What follows belongs to an exercise in optimizing a design on an open flow for small area and a short achievable clock period; a production flow would make more cautious choices. Function was checked by simulation only, so behaviour that the tests miss may differ from the original. No activity file was given, so power comes from the tool's default toggle rates.

===== design.v =====
`timescale 1 ns / 100 ps
module counter(out, enable, reset, clock);
  output [7:0] 	out;
  input 	clock, reset, enable;
  reg [7:0] 	out;
 always @ (posedge clock or posedge reset)
  if(reset)
    out <= 8'h00;
  else if(enable)
    if(out == 8'h5F)  
    	out <= 8'h00;
    else  out <= out+1;
endmodule
`timescale 1 ns / 100 ps
module fifo (size, data_out, full, empty, halffull, halfempty, data_in, write, read, clk_actual, rst);
    parameter   data_width = 8;
    parameter   data_depth = 96;
    parameter   address_width = 8;
    output [data_width-1:0]     data_out;
    output                      full;
    output                      empty;
    output                      halfempty;
    output                      halffull;
	 output [7:0]						size;
    input [data_width-1:0]      data_in;
    input                       write, read;
    input                       clk_actual, rst;  
    reg  [data_width-1:0]  	    data_out;
    reg                         full, empty, halffull, halfempty;
    reg  [data_width-1:0]        data [data_depth -1:0];  
    reg                         just_readorwrote;  
    reg  [7:0]                        size;
    wire [address_width-1:0]    nextread_ptr, nextwrite_ptr;
    wire                        nextread_en, nextwrite_en;  
    wire                        read_equals_write;  
    wire                        full_indicator, empty_indicator, halffull_indicator, halfempty_indicator;  
    counter write_counter(nextwrite_ptr, nextwrite_en, rst, clk_actual);  
    counter read_counter(nextread_ptr, nextread_en, rst, clk_actual);  
    always @ (posedge clk_actual or posedge rst)  
    begin
      if (rst)  
      begin
	    full <= 0;
	    halffull <= 0;
        empty <= 1;
        halfempty <=0;
        just_readorwrote <= 0;  
      end
      else 
      begin
        if(read & write & !full_indicator & !empty_indicator) begin
            data[nextwrite_ptr] <= data_in;
            data_out <= data[nextread_ptr];
            just_readorwrote <= 0; end
        else if(write & !full_indicator) begin  
            data[nextwrite_ptr] <= data_in; 
            just_readorwrote <= 1; end
        else if(read & !empty_indicator) begin  
            data_out <= data[nextread_ptr];
            just_readorwrote <= 0; end
        if(full_indicator) full <= 1; 
        else if(!just_readorwrote)
		  full <= 0;
        if(halffull_indicator) halffull <= 1;
        else halffull<=0;
        if(empty_indicator) empty <= 1; 
        else if (just_readorwrote)
		  empty <= 0;
        if(halfempty_indicator) halfempty <= 1;
        else  halfempty<=0;
      end
    end
    assign nextread_en = read & ~empty_indicator;  
    assign nextwrite_en = write & ~full_indicator;  
    assign read_equals_write = (nextwrite_ptr == nextread_ptr);
    assign empty_indicator = ~just_readorwrote & read_equals_write;  
    assign full_indicator = just_readorwrote & read_equals_write;  
    assign halfempty_indicator = (size == 48) & ~just_readorwrote;  
    assign halffull_indicator = (size == 48) & just_readorwrote;
    always @ (nextwrite_ptr or nextread_ptr or size or just_readorwrote)  
        begin
        if(nextwrite_ptr > nextread_ptr)
            size = nextwrite_ptr - nextread_ptr;  
        else if (nextwrite_ptr < nextread_ptr)
            size = data_depth - (nextread_ptr - nextwrite_ptr);
		  else  
				if (just_readorwrote)  
					size = data_depth;
				else						 
					size = 0;
        end
endmodule

===== constraint.sdc =====
create_clock -name core_clock -period 5.0 [get_ports {clk_actual}]
set_input_delay 1.0000 -clock core_clock [delete_from_list [all_inputs] [get_ports {clk_actual}]]
set_output_delay 1.0000 -clock core_clock [all_outputs]
set_load 0.01 [all_outputs]

===== run.sh =====
#!/bin/bash
# synth_recipe.tcl (not shown) runs the flow's synth.tcl, then flattens the netlist and writes it again
# the make line also repeats each setting of config.mk as NAME=value (left out here)
make -C /OpenROAD-flow-scripts/flow DESIGN_CONFIG=/design/flow/config.mk WORK_HOME=/design/flow/orfs CLKGATE_MAP_FILE= SYNTH_SCRIPT=/design/flow/synth_recipe.tcl finish

===== config.mk =====
export PLATFORM = sky130hd
export DESIGN_NAME = fifo
export DESIGN_NICKNAME = fifo
export VERILOG_FILES = /design/flow/design.v
export SDC_FILE = /design/flow/constraint.sdc
export NUM_CORES = 4
export LEC_CHECK = 0
export CAP_MARGIN = 20
export CORE_MARGIN = 2
export CORE_UTILIZATION = 40
export SETUP_SLACK_MARGIN = 0.4
export SLEW_MARGIN = 20

==> results_dict.tcl, run 1 <==
set metrics [dict create \
    status "timing/DRC/antenna clean" \
    synth_flop_cell "edfxtp_1" \
    hold_violations 0 \
    critPathCaptureType "flip-flop" \
    crit_chain "buf_4 > ha_1 > nand2b_1 > nor3_2 > buf_4 > a221o_1 > or4_1 > nor4_2 > buf_4 > nand4b_1 > mux2_2" \
    h-tree-depth 3 \
    synth_cells 2034 \
    grt_max_degree 65 \
    intPower_mw 12.8 \
    cts_tree "done" \
    wire_per_inst_um 45.4 \
    clockBufferDepth 3 \
    start_util 0.403 \
    holdWs_ps 493 \
    ys_seq_elements 797 \
    avgSynthCellArea_sq_um 15.6 \
    fp-row-count 103 \
    grt-busiest-layer "met2" \
    drc 0 \
    yosys_warnings 3 \
    drive_gt1_frac 0.185 \
    cts_sinks 797 \
    finalSetupViolCount 0 \
    critPathArrivalTime_ps 5040 \
    viasPerCell 6.91 \
    core_sq_um 78700 \
    grtUsageTotal 0.378 \
    route.vias.total 23600 \
    die_h_um 286 \
    clkSlewWorstSetupHoldPaths_ps 70 \
    dp_hpwl_mm 107 \
    power_frac_seq 0.389 \
    dp_worst_setup_slack_ps 163 \
    clock.fmax_ghz 0.215 \
    portBuffers 31 \
    syn-num-nets 2077 \
    grt_use_met3 0.160 \
    critPathSlowestCell "nor4_2" \
    syn-cell-area_sq_um 31700 \
    ys_types 70 \
    cts_made_buffers 84 \
    die_width_um 286 \
    gp_congestion 1.06 \
    multi_input_area_sq_um 7540 \
    die_area_sq_um 81600 \
    final_common_cell "edfxtp_1" \
    antenna_found_initial 15 \
    power_mw 19.7 \
    critPathTopFamily "simple AND/OR/NAND/NOR gates" \
    timing.critical_path.buf_inv 3 \
    fin_ws_ps 353 \
    ant_nets 0 \
    power.net_switching_mw 6.94 \
    seqCellArea_sq_um 23800 \
    root_buffer "clkbuf_16" \
    fillers 6794 \
    insertion_delay_ps 650 \
    cpMostUsedCell "buf_4" \
    slew_viol_final 0 \
    hp-class "flip-flop to flip-flop" \
    power_density_nw_per_um2 525 \
    ioPinCount 32 \
    clockPowerShare 0.305 \
    path_max_fanout 13 \
    finClkSkew_ps 19.1 \
    cpPeakStageDelay_ps 630 \
    synth-edff-count 776 \
    crit_type "flip-flop to flip-flop" \
    layout_common_cells "edfxtp_1 (776), buf_4 (247), nor2_1 (152)" \
    ir_worst_vdd_uv 326 \
    hold_buffers 0 \
    first_global_vias 21800 \
    gr-usage-met2 0.529 \
    dr.pass1.iters 6 \
    comb_power_share 0.306 \
    final.setup.tns_ps 0 \
    maxCapViolCount 0 \
    seq_area_frac_synth 0.751 \
    nets 2338 \
    leakage_nw 12.8 \
    drtIter0Drc 5065 \
    use_met1 0.493 \
    switching_share 0.352 \
    overflow 0 \
    fin_crit_ps 4650 \
    crit_required_ps 5390 \
    post-route-period-util 0.929 \
    wl_mm 155 \
    tightest_slew_ps 1240 \
    synthArstFlopShare 0.0263 \
    area_growth_pct 18.3 \
    cp-start-kind "flip-flop" \
    grt_pass1_wl_mm 204 \
    relSlewSlack 0.166 \
    grt_setup_unrepaired "yes" \
]
metal layers:
layer | part of all wire | vias to the layer above | wire [um]
li1 | - | 8845 | -
met5 | 0.00072 | - | 111
met4 | 0.074 | 10 | 11500
met2 | 0.41 | 2206 | 63500
met3 | 0.15 | 446 | 23600
met1 | 0.36 | 12100 | 56400
per-stage QoR:
step | std cells | utilization | cell area (sq um)
floorplan | 2034 | - | 31700
global placement | 3252 | 0.442 | 34800
detailed placement | 3255 | 0.443 | 34900
CTS | 3403 | 0.476 | 37500
global route | 3405 | 0.477 | 37500
finish | 3412 | 0.477 | 37600
path summary, 6_finish.rpt:
path,cells after the start,endpoint,start,slack (ps)
worst max-delay path,11,data_out[6]$_DFFE_PP_,read_counter.out[1]$_DFFE_PP0P_,350
worst min-delay path,1,full$_DFFE_PP0P_,full$_DFFE_PP0P_,490
worst max register to register,11,data_out[6]$_DFFE_PP_,read_counter.out[1]$_DFFE_PP0P_,350
worst min register to register,1,full$_DFFE_PP0P_,full$_DFFE_PP0P_,490
max in group asynchronous,2,write_counter.out[3]$_DFFE_PP0P_,rst,3330
min in group asynchronous,2,full$_DFFE_PP0P_,rst,1080
cells in the mapped netlist (all sizes together) (5+ instances only):
library cell,number,area share
a221oi,15,0.0041
nor2,165,0.020
or4,10,0.0024
a21oi,21,0.0033
nand2b,9,0.0018
and3,122,0.024
a2111oi,43,0.012
a32o,11,0.0035
and3b,9,0.0025
nor3b,7,0.0017
nand3,68,0.011
dfrtp,20,0.016
nor2b,7,0.0014
nor3,43,0.0068
a22o,17,0.0047
fa,5,0.0032
clkbuf,69,0.0082
o21ai,14,0.0022
a222oi,6,0.0019
nand4,49,0.0097
a22oi,143,0.034
a32oi,85,0.023
and4,9,0.0025
nor4,24,0.0047
nand3b,8,0.0020
edfxtp,776,0.73
nand2,79,0.0093
xnor2,14,0.0039
mux2,13,0.0046
buf,32,0.0061
and2,12,0.0024
ha,26,0.010
a31oi,9,0.0018
inv,32,0.0038
o22ai,6,0.0012
state kept, by name, summed over array words and instances, names as in the netlist:
signal	count
data	768
halffull	1
full	1
empty	1
data_out	8
just_readorwrote	1
halfempty	1
read_counter.out	8
write_counter.out	8
final cells by class:
class | count | area share
timing repair buffer | 276 | 0.0577
multi-input combinational | 1104 | 0.201
clock buffer | 103 | 0.0590
inverter | 32 | 0.00320
clock inverter | 43 | 0.00953
tap | 1050 | 0.0350
antenna | 7 | 0.000466
sequential | 797 | 0.634
cells by family after synthesis:
family          Yosys count  share of synthesized area
flops                   797                      0.751
simple gates            646                      0.109
compound gates          392                     0.0985
buf+inv                 133                     0.0181
fa+ha+maj                31                     0.0134
xor+xnor                 18                    0.00497
mux                      17                    0.00587
repair_timing:
| item | 4_1_cts | 5_1_grt |
|---|---|---|
| pin swaps | 1 | 1 |
| setup endpoints to repair | 12 | 13 |
| gates resized for setup | 10 | 10 |
| setup buffers | 2 | 0 |
power by group through the flow:
stage	sequential (mW)	clock, mW	combinational, mW
after floorplan	7.78	0	2.65
after global placement	7.81	0	5.64
after detailed placement	7.82	0	5.63
after CTS	7.67	6.01	5.70
after global routing	7.69	6.26	6.13
final	7.67	6.01	6.05
==> run 2: changes to the inputs <==
==> design.v (replaced) <==
`timescale 1 ns / 100 ps
module counter(out, enable, reset, clock);
  output [7:0] 	out;
  input 	clock, reset, enable;
  reg [7:0] 	out;
 always @ (posedge clock or posedge reset)
  if(reset)
    out <= 8'h00;
  else if(enable)
    if(out == 8'h5F)  
    	out <= 8'h00;
    else  out <= out+1;
endmodule
`timescale 1 ns / 100 ps
module fifo (size, data_out, full, empty, halffull, halfempty, data_in, write, read, clk_actual, rst);
    output [7:0] data_out;
    output       full;
    output       empty;
    output       halfempty;
    output       halffull;
    output [7:0] size;
    input  [7:0] data_in;
    input        write, read;
    input        clk_actual, rst;
    reg  [7:0] data_out;
    reg        full, empty, halffull, halfempty;
    reg  [6:0] n;           
    reg        w;           
    reg        nz;          
    reg        nf;          
    reg  [7:0] mem [0:95];
    assign size = {1'b0, n};
    wire wa = write & nf;   
    wire ra = read & nz;    
    integer i;
    always @(posedge clk_actual)
        if (wa) begin
            mem[0] <= data_in;
            for (i = 1; i < 96; i = i + 1)
                mem[i] <= mem[i-1];
        end
    wire [7:0]  lo;
    wire [12:0] hi;
    genvar g;
    generate
        for (g = 0; g < 8; g = g + 1) begin : dlo
            assign lo[g] = (n[2:0] == g);
        end
        for (g = 0; g < 13; g = g + 1) begin : dhi
            assign hi[g] = (n[6:3] == g);
        end
    endgenerate
    reg [7:0] rd;
    integer p;
    always @* begin
        rd = 8'h00;
        for (p = 0; p < 96; p = p + 1)
            rd = rd | ({8{lo[(p+1)%8] & hi[(p+1)/8]}} & mem[p]);
    end
    always @(posedge clk_actual)
        if (ra) data_out <= rd;
    wire [6:0] n_inc = n + 7'd1;
    wire [6:0] n_dec = n - 7'd1;
    wire [6:0] n_next = (wa & ~ra) ? n_inc : (ra & ~wa) ? n_dec : n;
    always @(posedge clk_actual or posedge rst)
        if (rst) begin
            n <= 7'd0;
            nz <= 1'b0;
            nf <= 1'b1;
            w <= 1'b0;
            full <= 1'b0;
            empty <= 1'b1;
            halffull <= 1'b0;
            halfempty <= 1'b0;
        end else begin
            n <= n_next;
            nz <= (n_next != 7'd0);
            nf <= (n_next != 7'd96);
            if (ra) w <= 1'b0;
            else if (wa) w <= 1'b1;
            full <= ~nf | (w & full);
            empty <= ~nz | (~w & empty);
            halffull <= (n == 7'd48) & w;
            halfempty <= (n == 7'd48) & ~w;
        end
endmodule
==> run 2 against run 1 <==
First-iteration DRC count fell by 5.0%. Register-to-register slack improved by 760 ps. Largest power group unchanged. Still clean. Largest cell class unchanged. Flip-flop and latch count fell by 7.
==> results_dict.tcl, run 2 <==
set metrics [dict create \
    die_width_um 277 \
    ys_types 73 \
    drc 0 \
    die_h_um 277 \
    finClkSkew_ps 37.7 \
    cts_resized 0 \
    fin_util 0.466 \
    relSlewSlack 0.0958 \
    avgSynthCellArea_sq_um 17.9 \
    slew_viol_final 0 \
    drive_gt1_frac 0.157 \
    hp-class "flip-flop to flip-flop" \
    core_sq_um 74200 \
    drtIter0Drc 4811 \
    layout_common_cells "edfxtp_1 (776), a22oi_1 (174), a32oi_1 (101)" \
    die_area_sq_um 76900 \
    overflow 0 \
    synth_top_area_frac 0.780 \
    crit_chain "inv_1 > ha_1 > buf_4 > and4b_1 > and3_1 > a2111oi_0 > nand3_1 > nor4_1 > nand4_1" \
    maxCapViolCount 0 \
    wire_per_inst_um 40.5 \
    ant_nets 0 \
    hold_depth 0 \
    post_cts_buffers 0 \
    status "timing/DRC/antenna clean" \
    critPathCaptureType "flip-flop" \
    antenna_found_initial 10 \
    clkSlewWorstSetupHoldPaths_ps 60 \
    grt_pass1_wl_mm 152 \
    fin_ws_ps 1110 \
    cpPeakStageDelay_ps 830 \
    crit_type "flip-flop to flip-flop" \
    clock.fmax_ghz 0.257 \
    reg.largest.list "mem (768), data_out (8), n (7)" \
    leakage_nw 10.6 \
    synth.most_common_cell "edfxtp_1" \
    critPathTopFamily "simple AND/OR/NAND/NOR gates" \
    crit_required_ps 5370 \
    dp_hpwl_mm 74.9 \
    synth_common_cells "edfxtp_1 (776), a22oi_1 (174), a32oi_1 (101), and3_1 (64), nand4_1 (62)" \
    dp_worst_setup_slack_ps 1140 \
    portBuffers 30 \
    cts_made_buffers 80 \
    viasPerCell 7.06 \
    critPathArrivalTime_ps 4260 \
    clockBufferDepth 3 \
    gp_congestion 1.01 \
    grt_max_degree 179 \
    yosys_warnings 2 \
    timing.critical_path.buf_inv 2 \
    place_inst 2676 \
    syn-cell-area_sq_um 29900 \
    final.setup.tns_ps 0 \
    largest_reg_flops 768 \
    ff2ff_path_depth 9 \
    cts_tree "done" \
    route.vias.total 19900 \
    synthTopCellsByArea "edfxtp_1 (78%), a22oi_1 (4.4%), a32oi_1 (3.0%), and3_1 (1.3%), nand4_1 (1.3%)" \
    critPathSlowestCell "a2111oi_0" \
    first_global_vias 18500 \
    tightest_slew_ps 1350 \
    dr.pass1.iters 9 \
    ys_seq_elements 790 \
    insertion_delay_ps 670 \
    ir_worst_vdd_uv 299 \
    power_density_nw_per_um2 519 \
    h-tree-depth 3 \
    start_util 0.403 \
    hold_violations 0 \
    reg2reg_from "n[0]$_DFF_PP0_" \
    r2r_slack_ps 1110 \
    ioPinCount 32 \
    wl_mm 114 \
    fin_crit_ps 3890 \
    cp-start-kind "flip-flop" \
    root_buffer "clkbuf_16" \
    grtUsageTotal 0.289 \
    final_common_cell "edfxtp_1" \
    top_register "mem" \
    synth-edff-count 776 \
    hold_buffers 0 \
    post-route-period-util 0.778 \
    syn-num-nets 1685 \
    area_growth_pct 15.7 \
    synth_cells 1666 \
    fp-row-count 100 \
    finalSetupViolCount 0 \
    holdWs_ps 419 \
    nets 1809 \
    cts_sinks 790 \
    seq_area_frac_synth 0.792 \
    synth_top_cell_by_area "edfxtp_1" \
    stdcell_count 2820 \
    hp-start "mem[33][4]$_DFFE_PP_" \
    path_max_fanout 13 \
    grt_setup_unrepaired "no" \
    holdPathEnd "mem[34][4]$_DFFE_PP_" \
    reg2reg_to "data_out[6]$_DFFE_PP_" \
    synth_flop_cell "edfxtp_1" \
    synthArstFlopShare 0.0177 \
]
==> run 2: cell types whose count changed after synthesis, sizes merged, moves of 13 or more <==
cell     change
inv         -25
clkbuf      -37
nand2       -41
a32oi       +16
and3        -56
nand3       -33
a2111oi     -24
a22oi       +31
ha          -19
nor3        +21
buf         +17
nor2       -141
nand4       +13
==> run 2: area by class of cell <==
class,instances,area (sq um)
Antenna cell,4,10.0
Clock buffer,97,2140
Clock inverter,42,368
Fill cell,6188,39600
Inverter,7,52.6
Multi-Input combinational cell,788,6070
Sequential cell,790,23700
Tap cell,969,1210
Timing Repair Buffer,123,1040
==> run 2: routing by layer <==
layer  GRT usage  up-vias  part of all wire
li1            -     7369                 -
met1       0.374     9758              0.34
met2       0.390     2226              0.40
met3       0.145      549              0.18
met4       0.164       15             0.075
met5      0.0119        -            0.0023
==> run 2: per-stage QoR <==
stage | total power, mW | area (sq um)
finish | 17.9 | 34600
detailed placement | 11.9 | 32000
floorplan | 10.1 | 29900
CTS | 17.7 | 34500
global placement | 11.8 | 32000
global route | 18.2 | 34500
==> run 2: worst max path at each step <==
stage / slack [ps] / cells after the start / endpoint / from
floorplan: 510 / 7 / nz$_DFF_PP0_ / write
global placement: 1140 / 8 / nz$_DFF_PP0_ / write
detailed placement: 1140 / 8 / nz$_DFF_PP0_ / write
CTS: 1360 / 10 / data_out[0]$_DFFE_PP_ / n[1]$_DFF_PP0_
global route: 1110 / 8 / data_out[3]$_DFFE_PP_ / n[0]$_DFF_PP0_
finish: 1110 / 9 / data_out[6]$_DFFE_PP_ / n[0]$_DFF_PP0_
==> run 2: cell families after synthesis <==
logic type | Yosys count | synth area share
flip-flops | 790 | 0.792
AND/OR/NAND/NOR | 388 | 0.0794
AO/OA/AOI/OAI | 369 | 0.101
buffers and inverters | 88 | 0.0169
multiplexers | 17 | 0.00603
adder cells (fa/ha/maj) | 7 | 0.00293
XOR/XNOR | 6 | 0.00176
other | 1 | 0.000126
==> run 2: power by group <==
group / internal, mW / switching (mW) / total (mW)
clock network: 3.35 / 2.57 / 5.92
registers: 7.81 / 0.446 / 8.26
logic: 1.01 / 2.76 / 3.77
total: 12.2 / 5.78 / 17.9
==> run 3: changes to the inputs <==
--- a/design.v
+++ b/design.v
@@ -23,11 +23,13 @@
     input        write, read;
     input        clk_actual, rst;
-    reg  [7:0] data_out;
-    reg        full, empty, halffull, halfempty;
-    reg  [6:0] n;           
-    reg        w;           
-    reg        nz;          
-    reg        nf;          
-    reg  [7:0] mem [0:95];
+    reg  [7:0]  data_out;
+    reg         full, empty, halffull, halfempty;
+    reg  [6:0]  n;           
+    reg  [7:0]  lo;          
+    reg  [12:0] hi;          
+    reg         w;           
+    reg         nz;          
+    reg         nf;          
+    reg  [7:0]  mem [0:95];
     assign size = {1'b0, n};
     wire wa = write & nf;   
@@ -40,15 +42,4 @@
                 mem[i] <= mem[i-1];
         end
-    wire [7:0]  lo;
-    wire [12:0] hi;
-    genvar g;
-    generate
-        for (g = 0; g < 8; g = g + 1) begin : dlo
-            assign lo[g] = (n[2:0] == g);
-        end
-        for (g = 0; g < 13; g = g + 1) begin : dhi
-            assign hi[g] = (n[6:3] == g);
-        end
-    endgenerate
     reg [7:0] rd;
     integer p;
@@ -60,10 +51,18 @@
     always @(posedge clk_actual)
         if (ra) data_out <= rd;
-    wire [6:0] n_inc = n + 7'd1;
-    wire [6:0] n_dec = n - 7'd1;
-    wire [6:0] n_next = (wa & ~ra) ? n_inc : (ra & ~wa) ? n_dec : n;
+    wire inc = wa & ~ra;
+    wire dec = ra & ~wa;
+    wire [7:0]  lo_up = {lo[6:0], lo[7]};
+    wire [7:0]  lo_dn = {lo[0], lo[7:1]};
+    wire [12:0] hi_up = lo[7] ? {hi[11:0], 1'b0} : hi;
+    wire [12:0] hi_dn = lo[0] ? {1'b0, hi[12:1]} : hi;
+    wire is1  = lo[1] & hi[0];
+    wire is95 = lo[7] & hi[11];
+    wire is48 = lo[0] & hi[6];
     always @(posedge clk_actual or posedge rst)
         if (rst) begin
             n <= 7'd0;
+            lo <= 8'd1;
+            hi <= 13'd1;
             nz <= 1'b0;
             nf <= 1'b1;
@@ -74,13 +73,21 @@
             halfempty <= 1'b0;
         end else begin
-            n <= n_next;
-            nz <= (n_next != 7'd0);
-            nf <= (n_next != 7'd96);
+            if (inc) begin
+                n <= n + 7'd1;
+                lo <= lo_up;
+                hi <= hi_up;
+            end else if (dec) begin
+                n <= n - 7'd1;
+                lo <= lo_dn;
+                hi <= hi_dn;
+            end
+            nz <= inc | (nz & ~(dec & is1));
+            nf <= dec | (nf & ~(inc & is95));
             if (ra) w <= 1'b0;
             else if (wa) w <= 1'b1;
             full <= ~nf | (w & full);
             empty <= ~nz | (~w & empty);
-            halffull <= (n == 7'd48) & w;
-            halfempty <= (n == 7'd48) & ~w;
+            halffull <= is48 & w;
+            halfempty <= is48 & ~w;
         end
 endmodule
==> run 3 against run 2 <==
Sequential power fell by 11%. Critical path depth down 4. Cell area fell by 0.65%. Flip-flop and latch count is 21 higher. Area after synthesis up 1.1%. Largest cell class unchanged.
==> results_dict.tcl, run 3 <==
set metrics [dict create \
    hp-class "flip-flop to flip-flop" \
    holdWs_ps 444 \
    dp_worst_setup_slack_ps 1270 \
    clkSlewWorstSetupHoldPaths_ps 60 \
    leakage_nw 9.04 \
    die_h_um 279 \
    start_util 0.405 \
    synth_flop_cell "edfxtp_1" \
    synth_cells 1761 \
    grt_setup_unrepaired "no" \
    top_register "mem" \
    ys_types 53 \
    critPathCaptureType "flip-flop" \
    seq_area_frac_synth 0.801 \
    cts_resized 0 \
    finClkSkew_ps 19.2 \
    status "timing/DRC/antenna clean" \
    die_width_um 279 \
    synth_compound_area_frac 0.121 \
    tightest_slew_ps 1100 \
    ioPinCount 32 \
    insertion_delay_ps 640 \
    h-tree-depth 3 \
    cts_made_buffers 84 \
    maxCapViolCount 0 \
    ir_worst_vdd_uv 271 \
    cts_tree "done" \
    synth_common_cells "edfxtp_1 (776), a22oi_1 (244), nand3_1 (116), a21oi_1 (62), clkbuf_1 (57)" \
    synth_top_family_by_area "compound AO/OA/AOI/OAI gates" \
    synthAdderAreaFrac 0.00398 \
    drc 0 \
    hold_violations 0 \
    synth.most_common_cell "edfxtp_1" \
    drtIter0Drc 3166 \
    fin_ws_ps 1830 \
    die_area_sq_um 77700 \
    fin_util 0.460 \
    hold_buffers 0 \
    core_sq_um 74600 \
    yosys_warnings 2 \
    post-route-period-util 0.635 \
    grt_pass1_wl_mm 121 \
    layout_common_cells "edfxtp_1 (776), a22oi_1 (244), nand3_1 (116)" \
    ant_nets 0 \
    dr.pass1.iters 6 \
    place_inst 2675 \
    antenna_found_initial 0 \
    crit_required_ps 5240 \
    finish.instance_area_sq_um 34300 \
    avgSynthCellArea_sq_um 17.1 \
    largest_reg_flops 768 \
    grt_max_degree 194 \
    power_density_nw_per_um2 397 \
    ys_seq_elements 811 \
    relSlewSlack 0.267 \
    synth_top_area_frac 0.772 \
    final.setup.tns_ps 0 \
    crit_type "input port to flip-flop" \
    root_buffer "clkbuf_16" \
    path_max_fanout 183 \
    post_cts_buffers 0 \
    gp_congestion 0.859 \
    critPathArrivalTime_ps 3420 \
    fin_crit_ps 3170 \
    nets 1813 \
    portBuffers 30 \
    first_global_vias 17800 \
    grtUsageTotal 0.212 \
    clock.fmax_ghz 0.315 \
    dp_hpwl_mm 48.3 \
    stdcell_count 2825 \
    fp-row-count 100 \
    synthTopCellsByArea "edfxtp_1 (77%), a22oi_1 (6.1%), dfrtp_1 (2.6%), nand3_1 (1.9%), a21oi_1 (1.0%)" \
    reg.largest.list "mem (768), hi (13)" \
    power_mw 13.6 \
    synth-xor-area-share 0.00145 \
    viasPerCell 6.34 \
    clockBufferDepth 3 \
    synthSimpleGateAreaFrac 0.0455 \
    place_area_sq_um 31600 \
    cts_sinks 811 \
    cp-start-kind "input port" \
    route.vias.total 17900 \
    overflow 0 \
    wire_per_inst_um 29.7 \
    drive_gt1_frac 0.102 \
    synthMuxAreaShare 0.00713 \
    synth-edff-count 776 \
    area_growth_pct 13.7 \
    diodes 0 \
    wl_mm 83.9 \
    final_common_cell "edfxtp_1" \
    synthArstFlopShare 0.0432 \
    finalSetupViolCount 0 \
    slew_viol_final 0 \
    synth_top_cell_by_area "edfxtp_1" \
    syn-num-nets 1782 \
    syn-cell-area_sq_um 30200 \
]
==> run 3: worst max-delay path: stages <==
cell             delay (ps)
clkdlybuf4s50_1         510
nand2_4                  80
clkinvlp_4               90
buf_12                  700
buf_12                  670
==> run 3: power breakdown <==
part / total (mW) / switching (mW) / leakage [nW] / internal [mW]
registers: 7.33 / 0 / 6.18 / 7.33
clock network: 6.30 / 2.60 / 1.33 / 3.70
logic: 0.0154 / 0.00730 / 1.53 / 0.00807
total: 13.6 / 2.61 / 9.04 / 11.0
==> run 3: layout make-up <==
| cell class | count | area, sq um |
|---|---|---|
| Clock inverter | 42 | 433 |
| Inverter | 26 | 109 |
| Timing Repair Buffer | 69 | 643 |
| Clock buffer | 108 | 2300 |
| Tap cell | 969 | 1210 |
| Sequential cell | 811 | 24200 |
| Multi-Input combinational cell | 800 | 5440 |
| Fill cell | 6331 | 40200 |
==> run 3: per-layer routing <==
metal,vias up,global-route usage,wire (um),part of all wire
met1,9083,0.295,33400,0.40
met3,200,0.0538,9310,0.11
met4,0,0.0805,3020,0.036
met2,1273,0.323,38200,0.45
met5,-,0,0,0
li1,7362,-,-,-
==> run 3: cell families (layout without fill, tap and decap cells) <==
kind of cell	Yosys count	count (layout)
mux	21	21
fa+ha+maj	9	9
flops	811	811
xor+xnor	5	5
other cells	1	1
buf+inv	150	245
simple gates	269	269
compound gates	495	495
==> run 3: final timing paths <==
path / start / end / slack (ps) / cells past startpoint
max: write / mem[60][4]$_DFFE_PP_ / 1830 / 5
min: mem[73][3]$_DFFE_PP_ / mem[74][3]$_DFFE_PP_ / 440 / 0
max reg2reg: hi[8]$_DFFE_PP0P_ / data_out[1]$_DFFE_PP_ / 1930 / 6
min reg2reg: mem[73][3]$_DFFE_PP_ / mem[74][3]$_DFFE_PP_ / 440 / 0
max in group asynchronous: rst / hi[0]$_DFFE_PP1P_ / 3880 / 3
min in group asynchronous: rst / nz$_DFF_PP0_ / 770 / 3
==> run 4: changes to the inputs <==
--- a/config.mk
+++ b/config.mk
@@ -9,4 +9,4 @@
 export CORE_MARGIN = 2
 export CORE_UTILIZATION = 40
-export SETUP_SLACK_MARGIN = 0.4
+export SETUP_SLACK_MARGIN = 2.5
 export SLEW_MARGIN = 20
==> run 4 against run 3 <==
Highest routed layer unchanged. Flip-flop and latch count unchanged. Total power up 0.10%. Area after synthesis unchanged. Clock power about the same. Cell count up 2.1%. Via count up 3.6%. Largest cell class unchanged. Non-clock buffer count up 56. Count of clock-buffer cells in the layout unchanged. Synthesized cell count unchanged. First-iteration DRC count up 1.3%. Register-to-register slack better by 610 ps.
==> results_dict.tcl, run 4 <==
set metrics [dict create \
    synthTopCellsByArea "edfxtp_1 (77%), a22oi_1 (6.1%), dfrtp_1 (2.6%), nand3_1 (1.9%), a21oi_1 (1.0%)" \
    reg.largest.list "mem (768), hi (13)" \
    clkSlewWorstSetupHoldPaths_ps 60 \
    nets 1870 \
    place_area_sq_um 31600 \
    finish.instance_area_sq_um 35400 \
    ioPinCount 32 \
    root_buffer "clkbuf_16" \
    start_util 0.405 \
    synth_top_cell_by_area "edfxtp_1" \
    drc 0 \
    wire_per_inst_um 30.7 \
    leakage_nw 9.57 \
    grt_setup_unrepaired "no" \
    area_growth_pct 17.2 \
    final_common_cell "edfxtp_1" \
    power_density_nw_per_um2 386 \
    fin_util 0.474 \
    cts_sinks 811 \
    hp-class "flip-flop to flip-flop" \
    syn-num-nets 1782 \
    ant_nets 0 \
    finClkSkew_ps 17.4 \
    viasPerCell 6.43 \
    crit_type "input port to flip-flop" \
    route.vias.total 18600 \
    finalSetupViolCount 0 \
    drtIter0Drc 3207 \
    final.setup.tns_ps 0 \
    dr.pass1.iters 8 \
    clock.fmax_ghz 0.403 \
    drive_gt1_frac 0.147 \
    hold_buffers 0 \
    cp-start-kind "input port" \
    tightest_slew_ps 958 \
    grt_max_degree 98 \
    overflow 0 \
    synth_cells 1761 \
    core_sq_um 74600 \
    hold_violations 0 \
    avgSynthCellArea_sq_um 17.1 \
    synth.most_common_cell "edfxtp_1" \
    ys_seq_elements 811 \
    fin_crit_ps 2480 \
    ys_types 53 \
    seq_area_frac_synth 0.801 \
    synthArstFlopShare 0.0432 \
    cpPeakStageDelay_ps 450 \
    largest_reg_flops 768 \
    maxCapViolCount 0 \
    ir_worst_vdd_uv 270 \
    portBuffers 30 \
    layout_common_cells "edfxtp_1 (776), a22oi_1 (241), nand3_1 (116)" \
    post-route-period-util 0.496 \
    status "timing/DRC/antenna clean" \
    critPathCaptureType "flip-flop" \
    cts_made_buffers 84 \
    gp_congestion 0.859 \
    syn-cell-area_sq_um 30200 \
    top_register "mem" \
    crit_required_ps 5560 \
    path_max_fanout 11 \
    h-tree-depth 3 \
    synth_flop_cell "edfxtp_1" \
    die_width_um 279 \
    antenna_found_initial 3 \
    first_global_vias 18200 \
    power_mw 13.7 \
    relSlewSlack 0.361 \
    synth-edff-count 776 \
    critPathSlowestCell "clkdlybuf4s50_1" \
    fp-row-count 100 \
    slew_viol_final 0 \
    grtUsageTotal 0.223 \
    cts_tree "done" \
    critPathArrivalTime_ps 3040 \
    dp_hpwl_mm 48.3 \
    clockBufferDepth 3 \
    synth_common_cells "edfxtp_1 (776), a22oi_1 (244), nand3_1 (116), a21oi_1 (62), clkbuf_1 (57)" \
    synth_top_area_frac 0.772 \
    die_area_sq_um 77700 \
    die_h_um 279 \
    crit_chain "clkdlybuf4s50_1 > nand2_4 > ha_4 > inv_8 > fa_2 > a21oi_4 > a2bb2oi_2 > nor3_1 > a211oi_2 > xnor2_1" \
    grt_pass1_wl_mm 126 \
    wl_mm 88.6 \
    insertion_delay_ps 640 \
    yosys_warnings 2 \
]
[run 4: power breakdown]
| part | leakage, nW | switching, mW | internal [mW] | total (mW) |
|---|---|---|---|---|
| Sequential | 6.17 | 0 | 7.33 | 7.33 |
| Combinational | 2.06 | 0.00767 | 0.00802 | 0.0157 |
| Clock | 1.33 | 2.61 | 3.70 | 6.31 |
[run 4: cells by family after synthesis]
kind of cell,Yosys count,share of synthesized area
compound gates,495,0.121
fa+ha+maj,9,0.00398
xor+xnor,5,0.00145
buf+inv,150,0.0202
simple gates,269,0.0455
other cells,1,0.000124
mux,21,0.00713
flops,811,0.801
[run 4: metal layers]
layer,global-route usage,part of all wire
met5,0,0
met4,0.0896,0.044
met3,0.0527,0.11
met2,0.340,0.45
met1,0.310,0.39
[run 4: critical path, delay by kind of cell]
| family | cells | cell delay [ps] |
|---|---|---|
| buffers and inverters | 2 | 510 |
| AO/OA/AOI/OAI | 3 | 620 |
| AND/OR/NAND/NOR | 2 | 180 |
| XOR/XNOR | 1 | 140 |
| adder cells (fa/ha/maj) | 2 | 590 |
[run 4: worst paths after layout]
| kind | end | slack, ps | cells past startpoint | from |
|---|---|---|---|---|
| max in group asynchronous | lo[2]$_DFFE_PP0P_ | 3870 | 3 | rst |
| max reg2reg | data_out[7]$_DFFE_PP_ | 2540 | 6 | hi[7]$_DFFE_PP0P_ |
| min | mem[87][0]$_DFFE_PP_ | 440 | 0 | mem[86][0]$_DFFE_PP_ |
| min reg2reg | mem[87][0]$_DFFE_PP_ | 440 | 0 | mem[86][0]$_DFFE_PP_ |
| max | n[6]$_DFFE_PP0P_ | 2520 | 10 | read |
| min in group asynchronous | nz$_DFF_PP0_ | 770 | 3 | rst |
[run 4: layout make-up]
class | count | area [sq um]
Sequential cell | 811 | 24200
Fill cell | 6226 | 39200
Multi-Input combinational cell | 801 | 5560
Antenna cell | 2 | 5.00
Inverter | 26 | 169
Clock inverter | 42 | 433
Timing Repair Buffer | 125 | 1450
Tap cell | 969 | 1210
Clock buffer | 108 | 2300
[run 4: through the flow]
| step | hold slack (ps) | worst slack, ps | instances |
|---|---|---|---|
| detailed placement | 433 | 1270 | 2675 |
| CTS | 439 | 2420 | 2862 |
| finish | 443 | 2520 | 2884 |
| global route | 452 | 2480 | 2882 |
| global placement | 430 | 1340 | 2675 |
| floorplan | 417 | -9310 | 1761 |
[run 4: what timing repair did]
item	CTS	global route
pin swaps	2	8
gates resized for setup	83	28
endpoints found under the hold margin	0	0
gates cloned	5	2
setup buffers	32	18
endpoints found under the setup margin	635	521
==> run 5: changes to the inputs <==
--- a/design.v
+++ b/design.v
@@ -24,5 +24,7 @@
     input        clk_actual, rst;
     reg  [7:0]  data_out;
-    reg         full, empty, halffull, halfempty;
+    wire        empty;
+    reg         full, empty_n, halffull, halfempty;
+    assign      empty = ~empty_n;
     reg  [6:0]  n;           
     reg  [7:0]  lo;          
@@ -30,8 +32,8 @@
     reg         w;           
     reg         nz;          
-    reg         nf;          
+    reg         fl;          
     reg  [7:0]  mem [0:95];
     assign size = {1'b0, n};
-    wire wa = write & nf;   
+    wire wa = write & ~fl;   
     wire ra = read & nz;    
     integer i;
@@ -42,15 +44,30 @@
                 mem[i] <= mem[i-1];
         end
+    reg [7:0] grp [0:12];
     reg [7:0] rd;
-    integer p;
+    integer g, k;
     always @* begin
+        for (g = 0; g < 13; g = g + 1) begin
+            grp[g] = 8'h00;
+            for (k = 0; k < 8; k = k + 1)
+                if (8*g + k >= 1 && 8*g + k <= 96)
+                    grp[g] = grp[g] | ({8{lo[k]}} & mem[8*g + k - 1]);
+        end
         rd = 8'h00;
-        for (p = 0; p < 96; p = p + 1)
-            rd = rd | ({8{lo[(p+1)%8] & hi[(p+1)/8]}} & mem[p]);
+        for (g = 0; g < 13; g = g + 1)
+            rd = rd | ({8{hi[g] & ra}} & grp[g]);
     end
     always @(posedge clk_actual)
-        if (ra) data_out <= rd;
+        data_out <= rd | ({8{~ra}} & data_out);
     wire inc = wa & ~ra;
     wire dec = ra & ~wa;
+    reg  [6:0]  n_up, n_dn;
+    integer b;
+    always @* begin
+        for (b = 0; b < 7; b = b + 1) begin
+            n_up[b] = n[b] ^ ((n & ((7'd1 << b) - 7'd1)) == ((7'd1 << b) - 7'd1));
+            n_dn[b] = n[b] ^ ((n & ((7'd1 << b) - 7'd1)) == 7'd0);
+        end
+    end
     wire [7:0]  lo_up = {lo[6:0], lo[7]};
     wire [7:0]  lo_dn = {lo[0], lo[7:1]};
@@ -66,26 +83,26 @@
             hi <= 13'd1;
             nz <= 1'b0;
-            nf <= 1'b1;
+            fl <= 1'b0;
             w <= 1'b0;
             full <= 1'b0;
-            empty <= 1'b1;
+            empty_n <= 1'b0;
             halffull <= 1'b0;
             halfempty <= 1'b0;
         end else begin
             if (inc) begin
-                n <= n + 7'd1;
+                n <= n_up;
                 lo <= lo_up;
                 hi <= hi_up;
             end else if (dec) begin
-                n <= n - 7'd1;
+                n <= n_dn;
                 lo <= lo_dn;
                 hi <= hi_dn;
             end
             nz <= inc | (nz & ~(dec & is1));
-            nf <= dec | (nf & ~(inc & is95));
+            fl <= ~dec & (fl | (inc & is95));
             if (ra) w <= 1'b0;
             else if (wa) w <= 1'b1;
-            full <= ~nf | (w & full);
-            empty <= ~nz | (~w & empty);
+            full <= fl | (w & full);
+            empty_n <= nz & (w | empty_n);
             halffull <= is48 & w;
             halfempty <= is48 & ~w;
==> flow/run.sh (new file) <==
#!/bin/bash
# Layout flow: the standard ORFS flow (standard.sh), with clock tree
# synthesis set to larger sink clusters and no dummy loads, and repair free to
# change a cell's footprint. Make's output goes to flow_make.log here; each
# ORFS step keeps its own log under orfs/logs/.
set -euo pipefail
CTS="-sink_clustering_enable -repair_clock_nets -dont_use_dummy_load"
CTS="$CTS -sink_clustering_size 25 -sink_clustering_max_diameter 90"
bash standard.sh MATCH_CELL_FOOTPRINT=0 "CTS_ARGS=$CTS" finish > flow_make.log 2>&1
==> standard.sh (new file) <==
#!/bin/bash
# synth_recipe.tcl (not shown) runs the flow's synth.tcl, then flattens the netlist and writes it again
# the make line also repeats each setting of config.mk as NAME=value (left out here)
make -C /OpenROAD-flow-scripts/flow DESIGN_CONFIG=/design/flow/config.mk WORK_HOME=/design/flow/orfs CLKGATE_MAP_FILE= SYNTH_SCRIPT=/design/flow/synth_recipe.tcl "${@:-finish}"
--- a/config.mk
+++ b/config.mk
@@ -8,5 +8,6 @@
 export CAP_MARGIN = 20
 export CORE_MARGIN = 2
-export CORE_UTILIZATION = 40
-export SETUP_SLACK_MARGIN = 2.5
+export CORE_UTILIZATION = 55
+export SETUP_SLACK_MARGIN = 3.0
 export SLEW_MARGIN = 20
+export TNS_END_PERCENT = 5
removed: run.sh
==> run 5 against run 4 <==
Via count shrank 12%. Count of clock-buffer cells in the layout shrank 70. Synthesized cell count shrank 8.8%. Non-clock buffer count grew 4. Worst hold slack lost 18 ps. Area after synthesis shrank 2.8%. Total power grew 9.4%. Clock skew grew 29 ps. Die area shrank 29%. Core utilization grew 15 points. Largest power group unchanged. Highest routed layer unchanged.
==> results_dict.tcl, run 5 <==
set metrics [dict create \
    core_sq_um 52700 \
    area_growth_pct 11.8 \
    diodes 0 \
    yosys_warnings 3 \
    clockBufferDepth 3 \
    clock.fmax_ghz 0.419 \
    status "timing/DRC/antenna clean" \
    tightest_slew_ps 856 \
    path_max_fanout 20 \
    reg.largest.list "mem (768), hi (13)" \
    grt_max_degree 102 \
    crit_required_ps 5460 \
    nets 1682 \
    layout_common_cells "edfxtp_1 (768), a22oi_1 (368), nand4_1 (97)" \
    synth-edff-count 768 \
    ff2ff_path_depth 7 \
    first_global_vias 15400 \
    h-tree-depth 2 \
    die_area_sq_um 55200 \
    synth_top_area_frac 0.786 \
    die_h_um 235 \
    reg2reg_to "data_out[4]$_DFF_P_" \
    r2r_slack_ps 2620 \
    clkSlewWorstSetupHoldPaths_ps 100 \
    avgSynthCellArea_sq_um 18.3 \
    grtUsageTotal 0.260 \
    drtIter0Drc 2213 \
    fin_crit_ps 2380 \
    hp-class "flip-flop to flip-flop" \
    antenna_found_initial 0 \
    die_width_um 235 \
    critPathArrivalTime_ps 2840 \
    wl_mm 75.3 \
    top_register "mem" \
    fin_ws_ps 2620 \
    maxCapViolCount 0 \
    cts_tree "done" \
    hold_depth 0 \
    viasPerCell 6.96 \
    synth_flop_cell "edfxtp_1" \
    start_util 0.557 \
    synthArstFlopShare 0.0432 \
    overflow 0 \
    ir_worst_vdd_uv 442 \
    hold_violations 0 \
    cp-start-kind "flip-flop" \
    drt-met1-wl_mm 31.3 \
    finish.instance_area_sq_um 32800 \
    hp-start "mem[21][5]$_DFFE_PP_" \
    synth_common_cells "edfxtp_1 (768), a22oi_1 (400), nand4_1 (97), clkbuf_1 (67), nand2_1 (34)" \
    ys_seq_elements 811 \
    synth_top_cell_by_area "edfxtp_1" \
    dr.max_layer_used "met4" \
    ioPinCount 32 \
    gp_congestion 0.805 \
    grt_pass1_wl_mm 106 \
    power_mw 14.9 \
    insertion_delay_ps 600 \
    route.vias.total 16400 \
    finClkSkew_ps 46.8 \
    reg2reg_from "lo[3]$_DFFE_PP0P_" \
    grt_setup_unrepaired "yes" \
    crit_type "flip-flop to flip-flop" \
    dr.pass1.iters 6 \
    final_common_cell "edfxtp_1" \
    synth.most_common_cell "edfxtp_1" \
    met3_length_mm 6.46 \
    relSlewSlack 0.430 \
    synthTopCellsByArea "edfxtp_1 (79%), a22oi_1 (10%), dfrtp_1 (2.8%), nand4_1 (2.1%), clkbuf_1 (0.86%)" \
    largest_reg_flops 768 \
    fp-row-count 84 \
    holdPathEnd "mem[22][5]$_DFFE_PP_" \
    ys_types 39 \
    slew_viol_final 0 \
    root_buffer "clkbuf_16" \
    dp_worst_setup_slack_ps 1490 \
    leakage_nw 11.4 \
    finalSetupViolCount 0 \
    post-route-period-util 0.477 \
    dp_hpwl_mm 36.8 \
    power_density_nw_per_um2 456 \
    synth_cells 1606 \
    syn-cell-area_sq_um 29300 \
    cts_sinks 811 \
    drive_gt1_frac 0.123 \
    wire_per_inst_um 32.0 \
    seq_area_frac_synth 0.821 \
    critPathCaptureType "flip-flop" \
    ant_nets 0 \
    portBuffers 30 \
    drc 0 \
    place_area_sq_um 30400 \
    syn-num-nets 1621 \
    cts_made_buffers 38 \
    wl_met2_mm 35.7 \
]
## run 5: cell types whose count changed after synthesis, moves of 18 or more
cell / change
nor4_1: -18
nand4_1: +64
o22a_1: -21
nand3_1: -97
a222oi_1: -22
a22o_1: -20
buf_1: -25
nor2_1: -18
a21oi_1: -44
a22oi_1: +156
o22ai_1: -36
## run 5: worst max path at each step
stage,slack (ps),end,cells after the start,from
2_1_floorplan,-8910,n[6]$_DFFE_PP0P_,9,write
3_3_place_gp,1520,mem[54][1]$_DFFE_PP_,5,write
3_5_place_dp,1490,mem[67][7]$_DFFE_PP_,5,write
4_1_cts,2560,data_out[6]$_DFF_P_,6,lo[6]$_DFFE_PP0P_
5_1_grt,2560,data_out[3]$_DFF_P_,7,lo[6]$_DFFE_PP0P_
6_report,2620,data_out[4]$_DFF_P_,7,lo[3]$_DFFE_PP0P_
## run 5: kinds of logic after synthesis
| family | Yosys count | synth area share |
|---|---|---|
| other | 1 | 0.000128 |
| AND/OR/NAND/NOR | 188 | 0.0355 |
| AO/OA/AOI/OAI | 463 | 0.116 |
| adder cells (fa/ha/maj) | 3 | 0.00128 |
| XOR/XNOR | 8 | 0.00239 |
| buffers and inverters | 114 | 0.0172 |
| flip-flops | 811 | 0.821 |
| multiplexers | 18 | 0.00618 |
## run 5: area by class of cell
cell class / instances / area [sq um]
tap: 688 / 861
multi-input combinational: 682 / 4990
timing repair buffer: 129 / 1820
inverter: 5 / 26.3
clock buffer: 38 / 951
fill: 3666 / 19900
sequential: 811 / 24100
## run 5: metal layers
metal  vias up  track usage
li1       6801            -
met1      8589        0.391
met2       877        0.398
met3       107       0.0418
met4         0       0.0710
met5         -            0
## run 5: per-stage QoR
| step | setup TNS [ps] | utilization | hold WS (ps) | std cells |
|---|---|---|---|---|
| after floorplan | -6438640 | - | 426 | 1606 |
| after global placement | 0 | 0.577 | 429 | 2239 |
| after detailed placement | 0 | 0.577 | 433 | 2239 |
| after CTS | 0 | 0.609 | 416 | 2311 |
| after global routing | 0 | 0.623 | 435 | 2353 |
| final | 0 | 0.623 | 425 | 2353 |
## run 5: worst max-delay path, cell delays in order (launching register included)
cell       delay [ps]
dfrtp_4           560
buf_12            180
buf_12            130
clkbuf_16         200
a22oi_1           190
nand4_1           310
a22o_1            300
or3_1             360
## run 5: what timing repair did
action,4_1_cts,5_1_grt
gates cloned,7,7
gates resized for setup,60,49
buffers inserted,27,35
hold buffers,0,0
endpoints found under the setup margin,796,795
pin swaps,13,53
## run 5: power by group
part	switching, mW	internal (mW)
logic	2.12	1.21
registers	0.337	7.92
clock network	1.98	1.37
==> run 6: changes to the inputs <==
--- a/design.v
+++ b/design.v
@@ -44,17 +44,17 @@
                 mem[i] <= mem[i-1];
         end
-    reg [7:0] grp [0:12];
+    reg [7:0] col [0:7];
     reg [7:0] rd;
     integer g, k;
     always @* begin
-        for (g = 0; g < 13; g = g + 1) begin
-            grp[g] = 8'h00;
-            for (k = 0; k < 8; k = k + 1)
+        for (k = 0; k < 8; k = k + 1) begin
+            col[k] = 8'h00;
+            for (g = 0; g < 13; g = g + 1)
                 if (8*g + k >= 1 && 8*g + k <= 96)
-                    grp[g] = grp[g] | ({8{lo[k]}} & mem[8*g + k - 1]);
+                    col[k] = col[k] | ({8{hi[g]}} & mem[8*g + k - 1]);
         end
         rd = 8'h00;
-        for (g = 0; g < 13; g = g + 1)
-            rd = rd | ({8{hi[g] & ra}} & grp[g]);
+        for (k = 0; k < 8; k = k + 1)
+            rd = rd | ({8{lo[k] & ra}} & col[k]);
     end
     always @(posedge clk_actual)
==> run 6 against run 5 <==
Flip-flop and latch count did not move. Global-route usage increased by 0.41 points. Die area shrank 0.29%. Area after synthesis down 0.29%. Via count is 2.4% lower. Wire length barely moved. Still clean on timing, DRC and antenna. Cell area decreased by 0.34%. Count of clock-buffer cells in the layout did not move. Maximum frequency rose by 11%. Cell count down 3.3%. Synthesized cell count fell by 5.7%. Total power fell by 18%.
==> results_dict.tcl, run 6 <==
set metrics [dict create \
    cts_sinks 811 \
    clockBufferDepth 3 \
    gp_congestion 0.798 \
    cts_tree "done" \
    drc 0 \
    slew_viol_final 0 \
    critPathCaptureType "flip-flop" \
    avgSynthCellArea_sq_um 19.3 \
    top_register "mem" \
    grt_pass1_wl_mm 105 \
    fin_crit_ps 2150 \
    first_global_vias 15400 \
    overflow 0 \
    ff2ff_path_depth 7 \
    syn-cell-area_sq_um 29300 \
    ant_nets 0 \
    wire_per_inst_um 33.1 \
    hold_depth 0 \
    synth.most_common_cell "edfxtp_1" \
    area_growth_pct 11.7 \
    fillers 3665 \
    synth_top_area_frac 0.788 \
    synth_cells 1515 \
    grtUsageTotal 0.264 \
    final_common_cell "edfxtp_1" \
    grt_setup_unrepaired "yes" \
    die_width_um 235 \
    ioPinCount 32 \
    h-tree-depth 2 \
    path_max_fanout 7 \
    fp-row-count 84 \
    hold_violations 0 \
    post-route-period-util 0.429 \
    drive_gt1_frac 0.128 \
    place_area_sq_um 30300 \
    synth_common_cells "edfxtp_1 (768), a22o_1 (192), a221oi_1 (188), buf_2 (53), a31oi_1 (48)" \
    ys_types 38 \
    synthTopCellsByArea "edfxtp_1 (79%), a22o_1 (5.7%), a221oi_1 (5.6%), dfrtp_1 (2.8%), a31oi_1 (1.0%)" \
    critPathArrivalTime_ps 2600 \
    antenna_found_initial 1 \
    clock.fmax_ghz 0.466 \
    root_buffer "clkbuf_16" \
    insertion_delay_ps 580 \
    grt_max_degree 82 \
    syn-num-nets 1530 \
    cts_made_buffers 38 \
    largest_reg_flops 768 \
    synth-edff-count 768 \
    portBuffers 30 \
    wl_mm 75.3 \
    synth_top_cell_by_area "edfxtp_1" \
    drtIter0Drc 2287 \
    finish.instance_area_sq_um 32700 \
    ir_worst_vdd_uv 262 \
    final.setup.tns_ps 0 \
    crit_type "flip-flop to flip-flop" \
    hp-class "flip-flop to flip-flop" \
    tightest_slew_ps 1110 \
    route.vias.total 16000 \
    synth_flop_cell "edfxtp_1" \
    core_sq_um 52600 \
    viasPerCell 7.02 \
    die_area_sq_um 55100 \
    synthArstFlopShare 0.0432 \
    cp-start-kind "flip-flop" \
    layout_common_cells "edfxtp_1 (768), a22o_1 (192), a221oi_1 (169)" \
    dp_hpwl_mm 40.3 \
    relSlewSlack 0.261 \
    clkSlewWorstSetupHoldPaths_ps 100 \
    nets 1605 \
    power_mw 12.3 \
    dr.pass1.iters 5 \
    leakage_nw 10.9 \
    reg.largest.list "mem (768), hi (13)" \
    finalSetupViolCount 0 \
    crit_required_ps 5450 \
    diodes 0 \
    maxCapViolCount 0 \
    hold_buffers 0 \
    yosys_warnings 3 \
    die_h_um 235 \
    ys_seq_elements 811 \
    status "timing/DRC/antenna clean" \
    power_density_nw_per_um2 376 \
    start_util 0.557 \
    finClkSkew_ps 42.7 \
    seq_area_frac_synth 0.824 \
]
==> run 6: worst max-delay path, stage by stage (launching register included) <==
cell	delay (ps)
dfrtp_4	520
buf_12	170
clkbuf_16	180
a22o_1	200
a221oi_1	270
a31oi_1	150
nor4_1	350
a41oi_1	150
==> run 6: what timing repair did <==
item | 4_1_cts | 5_1_grt
pin swaps | 5 | 23
cloned | 13 | 5
setup endpoints to repair | 808 | 768
buffers inserted | 35 | 17
gates resized for setup | 91 | 51
==> run 6: per-stage QoR <==
stage,worst slack (ps),utilization,cells,hold WS [ps]
floorplan,-8950,-,1515,427
global route,2810,0.622,2276,437
finish,2850,0.622,2276,429
CTS,2820,0.613,2254,426
detailed placement,1400,0.577,2168,434
global placement,1430,0.577,2168,428
==> run 6: cell type report <==
cell class	instances	area, sq um	area share
repair buffers	129	1760	0.0540
flip-flops and latches	811	24100	0.739
multi-input cells	598	4910	0.150
inverters	12	52.6	0.00161
clock buffers	38	951	0.0291
well taps	688	861	0.0263
==> run 6: routing by layer <==
metal	routed length, um	GRT usage	vias to the layer above	share of wire
li1	-	-	6596	-
met3	7220	0.0443	123	0.096
met2	34600	0.398	926	0.46
met5	0	0	-	0
met4	2220	0.0855	0	0.029
met1	31200	0.397	8342	0.41
==> run 6: report_power, final <==
part,switching (mW),internal [mW]
registers,0.332,7.91
logic,0.501,0.235
clock network,1.96,1.37
==> run 6: logic make-up after synthesis <==
kind of cell             synth area share
flip-flops                          0.824
AO/OA/AOI/OAI                       0.137
buffers and inverters              0.0170
AND/OR/NAND/NOR                    0.0123
multiplexers                      0.00620
XOR/XNOR                          0.00239
adder cells (fa/ha/maj)           0.00128
other                            0.000128
==> run 6: worst paths after layout <==
check / startpoint / endpoint / slack (ps)
max: hi[3]$_DFFE_PP0P_ / data_out[3]$_DFF_P_ / 2850
min: mem[32][1]$_DFFE_PP_ / mem[33][1]$_DFFE_PP_ / 430
max reg2reg: hi[3]$_DFFE_PP0P_ / data_out[3]$_DFF_P_ / 2850
min reg2reg: mem[32][1]$_DFFE_PP_ / mem[33][1]$_DFFE_PP_ / 430
max in group asynchronous: rst / lo[0]$_DFFE_PP1P_ / 3850
min in group asynchronous: rst / hi[1]$_DFFE_PP0P_ / 810
==> run 7: changes to the inputs <==
--- a/design.v
+++ b/design.v
@@ -31,9 +31,9 @@
     reg  [12:0] hi;          
     reg         w;           
-    reg         nz;          
-    reg         fl;          
     reg  [7:0]  mem [0:95];
     assign size = {1'b0, n};
-    wire wa = write & ~fl;   
+    wire fl = hi[12];             
+    wire nz = ~(lo[0] & hi[0]);   
+    wire wa = write & ~fl;        
     wire ra = read & nz;    
     integer i;
@@ -74,6 +74,4 @@
     wire [12:0] hi_up = lo[7] ? {hi[11:0], 1'b0} : hi;
     wire [12:0] hi_dn = lo[0] ? {1'b0, hi[12:1]} : hi;
-    wire is1  = lo[1] & hi[0];
-    wire is95 = lo[7] & hi[11];
     wire is48 = lo[0] & hi[6];
     always @(posedge clk_actual or posedge rst)
@@ -82,6 +80,4 @@
             lo <= 8'd1;
             hi <= 13'd1;
-            nz <= 1'b0;
-            fl <= 1'b0;
             w <= 1'b0;
             full <= 1'b0;
@@ -99,6 +95,4 @@
                 hi <= hi_dn;
             end
-            nz <= inc | (nz & ~(dec & is1));
-            fl <= ~dec & (fl | (inc & is95));
             if (ra) w <= 1'b0;
             else if (wa) w <= 1'b1;
--- a/config.mk
+++ b/config.mk
@@ -9,5 +9,5 @@
 export CORE_MARGIN = 2
 export CORE_UTILIZATION = 55
-export SETUP_SLACK_MARGIN = 3.0
+export SETUP_SLACK_MARGIN = 2.9
 export SLEW_MARGIN = 20
-export TNS_END_PERCENT = 5
+export TNS_END_PERCENT = 0
==> run 7 against run 6 <==
Largest cell class unchanged. Core utilization is 0.23 points higher. Count of clock-buffer cells in the layout unchanged. Combinational power is 15% lower. Sequential share of layout area fell by 0.55 points. Synthesized cell count down 0.40%.
==> results_dict.tcl, run 7 <==
set metrics [dict create \
    ir_worst_vdd_uv 241 \
    hold_buffers 0 \
    cp-start-kind "flip-flop" \
    ff2ff_path_depth 6 \
    root_buffer "clkbuf_16" \
    synth-edff-count 768 \
    finClkSkew_ps 28.3 \
    drive_gt1_frac 0.160 \
    wire_per_inst_um 34.0 \
    syn-cell-area_sq_um 29400 \
    synth_common_cells "edfxtp_1 (768), a22o_1 (192), a221oi_1 (178), buf_2 (49), a31oi_1 (39)" \
    intPower_mw 9.47 \
    path_max_fanout 45 \
    cp-startpoint "hi[7]$_DFFE_PP0P_" \
    grt-busiest-layer "met2" \
    fin_crit_ps 2160 \
    grtUsageTotal 0.269 \
    power.net_switching_mw 2.76 \
    viasPerCell 7.06 \
    power_frac_seq 0.676 \
    power_density_nw_per_um2 372 \
    grt_max_degree 80 \
    reg.largest.list "mem (768), hi (13)" \
    seq_area_frac_synth 0.819 \
    critPathCaptureType "flip-flop" \
    fp-row-count 84 \
    cpPeakStageDelay_ps 540 \
    grt_use_met3 0.0512 \
    slew_viol_final 0 \
    route.vias.total 16000 \
    clockPowerShare 0.273 \
    hold_violations 0 \
    layout_common_cells "edfxtp_1 (768), a22o_1 (191), a221oi_1 (146)" \
    ys_types 40 \
    relSlewSlack 0.129 \
    use_met1 0.404 \
    dr.pass1.iters 7 \
    synthArstFlopShare 0.0408 \
    ys_seq_elements 809 \
    portBuffers 30 \
    drc 0 \
    tightest_slew_ps 1310 \
    core_sq_um 52700 \
    gr-usage-met2 0.411 \
    synth_top_cell_by_area "edfxtp_1" \
    crit_chain "buf_12 > a22o_1 > a221oi_1 > a31oi_2 > a2111oi_4 > a41oi_1" \
    nets 1600 \
    die_area_sq_um 55200 \
    critPathArrivalTime_ps 2620 \
    power_mw 12.2 \
    avgSynthCellArea_sq_um 19.5 \
    critPathSlowestCell "dfrtp_4" \
    clock.fmax_ghz 0.462 \
    top_register "mem" \
    cts_tree "done" \
    crit_required_ps 5450 \
    largest_reg_flops 768 \
    synth.most_common_cell "edfxtp_1" \
    h-tree-depth 2 \
    die_width_um 235 \
    yosys_warnings 3 \
    maxCapViolCount 0 \
    start_util 0.558 \
    synthTopCellsByArea "edfxtp_1 (79%), a22o_1 (5.7%), a221oi_1 (5.3%), dfrtp_1 (2.6%), buf_2 (0.84%)" \
    leakage_nw 10.9 \
    synth_cells 1509 \
    die_h_um 235 \
    grt_pass1_wl_mm 108 \
    area_growth_pct 11.9 \
    synth_top_area_frac 0.785 \
    dp_hpwl_mm 40.4 \
    overflow 0 \
    cts_sinks 809 \
    final.setup.tns_ps 0 \
    reg2reg_from "hi[7]$_DFFE_PP0P_" \
    finalSetupViolCount 0 \
    synth_flop_cell "edfxtp_1" \
    cts_made_buffers 38 \
    diodes 0 \
    insertion_delay_ps 590 \
    wl_mm 77.2 \
    ioPinCount 32 \
    first_global_vias 15500 \
    clkSlewWorstSetupHoldPaths_ps 100 \
    hp-class "flip-flop to flip-flop" \
    hold_depth 0 \
    antenna_found_initial 0 \
    hp-start "mem[1][7]$_DFFE_PP_" \
    final_common_cell "edfxtp_1" \
    comb_power_share 0.051 \
    syn-num-nets 1523 \
    clockBufferDepth 3 \
    post-route-period-util 0.433 \
    gp_congestion 0.794 \
    drtIter0Drc 2308 \
    switching_share 0.226 \
    crit_type "flip-flop to flip-flop" \
    grt_setup_unrepaired "yes" \
    ant_nets 0 \
    status "timing/DRC/antenna clean" \
]
## run 7: changes by cell type after synthesis, moves of 3 or more
cell       delta
a2111oi_2     +7
nor4_1        -7
clkbuf_1      +3
buf_1         -7
nand3_1       +7
buf_6         +6
buf_2         -4
a221oi_1     -10
a221oi_2     +10
a31oi_1       -9
buf_4         +5
## run 7: routing by layer
layer	routed length, um	share of wire
met1	32100	0.42
met2	35800	0.46
met3	7180	0.093
met4	2090	0.027
met5	0	0
## run 7: cell families (layout without fill, tap and decap cells)
group	Yosys count	after routing	synth area share
buf+inv	109	183	0.0191
xor+xnor	8	8	0.00239
compound gates	485	486	0.140
mux	18	18	0.00618
fa+ha+maj	2	2	0.000852
other cells	1	1	0.000128
simple gates	77	77	0.0118
flops	809	809	0.819
## run 7: final timing paths
kind                                       end  slack (ps)
setup reg to reg           data_out[7]$_DFF_P_        2840
hold / removal             mem[2][7]$_DFFE_PP_         420
min in group asynchronous     n[3]$_DFFE_PP0P_         820
setup / recovery           data_out[7]$_DFF_P_        2840
max in group asynchronous   hi[11]$_DFFE_PP0P_        3830
hold reg to reg            mem[2][7]$_DFFE_PP_         420
## run 7: repair_timing
item,CTS,global route
gates cloned,10,5
resized for setup,89,89
pin swaps,5,25
setup endpoints to repair,811,50
buffers inserted,47,15
## run 7: power by group through the flow
stage | clock, mW | sequential, mW | combinational [mW]
after floorplan | 0 | 8.35 | 0.262
after global routing | 3.62 | 8.30 | 0.658
final | 3.34 | 8.27 | 0.622
after detailed placement | 0 | 8.43 | 0.478
after CTS | 3.39 | 8.25 | 0.604
after global placement | 0 | 8.42 | 0.467
## run 7: area by class of cell
| cell class | instances | area, sq um |
|---|---|---|
| flip-flops and latches | 809 | 24100 |
| inverters | 10 | 48.8 |
| repair buffers | 135 | 1740 |
| fillers | 3663 | 19800 |
| multi-input cells | 592 | 5160 |
| clock buffers | 38 | 951 |
| well taps | 688 | 861 |
## run 7: through the flow
| stage | instances | hold slack [ps] | cell area [sq um] | util | setup slack (ps) |
|---|---|---|---|---|---|
| after floorplan | 1509 | 427 | 29400 | - | -8930 |
| after global placement | 2157 | 429 | 30300 | 0.576 | 1060 |
| after detailed placement | 2157 | 434 | 30300 | 0.576 | 936 |
| after CTS | 2252 | 427 | 32200 | 0.612 | 2780 |
| after global routing | 2272 | 442 | 32900 | 0.624 | 2800 |
| final | 2272 | 422 | 32900 | 0.624 | 2840 |
## run 7: critical path, delay by kind of cell, from the launching register on
| kind | cells | cell delay [ps] |
|---|---|---|
| AOI/OAI and AO/OA | 5 | 1210 |
| buffers and inverters | 1 | 230 |
| DFF | 1 | 540 |

-- afterwards: timing with drivers on the ports --
How much do the figures lean on ideal ports? The routed layouts below were timed once more, with nothing changed but the port constraints. Step 1 (the two cells are an assumption about what drives the block):
set clk [get_ports {clk_actual}]
set_driving_cell -lib_cell sky130_fd_sc_hd__clkbuf_16 $clk
set_driving_cell -lib_cell sky130_fd_sc_hd__buf_2 [delete_from_list [all_inputs] $clk]
Step 2 also shifts input and output timing later by t, the mid clock arrival at the registers, as if the neighbouring blocks saw the same clock. a / b / c = no drivers / after step 1 / after step 2; a / b = the first two.
run	shift t [ns]	setup slack, ns	worst hold slack (ns)	clock arrival spread, ns	slew at the worst register clock pin (ns)
run 1	0.706	0.353 / 0.353 / 0.353	0.493 / 0.493 / 0.493	0.019 / 0.019	0.07 / 0.07
run 2	0.712	1.111 / 1.111 / 1.100	0.419 / 0.419 / 0.419	0.039 / 0.039	0.07 / 0.07
run 3	0.688	1.825 / 1.863 / 1.176	0.444 / 0.444 / 0.444	0.021 / 0.021	0.07 / 0.07
run 4	0.692	2.520 / 2.488 / 1.864	0.443 / 0.443 / 0.443	0.022 / 0.022	0.07 / 0.07
run 5	0.641	2.616 / 2.616 / 2.252	0.425 / 0.425 / 0.425	0.050 / 0.050	0.10 / 0.10
run 6	0.625	2.853 / 2.798 / 2.602	0.429 / 0.429 / 0.429	0.054 / 0.053	0.10 / 0.10
run 7	0.638	2.837 / 2.797 / 2.333	0.422 / 0.422 / 0.422	0.033 / 0.032	0.10 / 0.10
After both steps setup and hold are still met in every run listed. For run 4, which loses most, drivers alone change the setup slack by -0.032 ns; drivers and shift together by -0.656 ns.
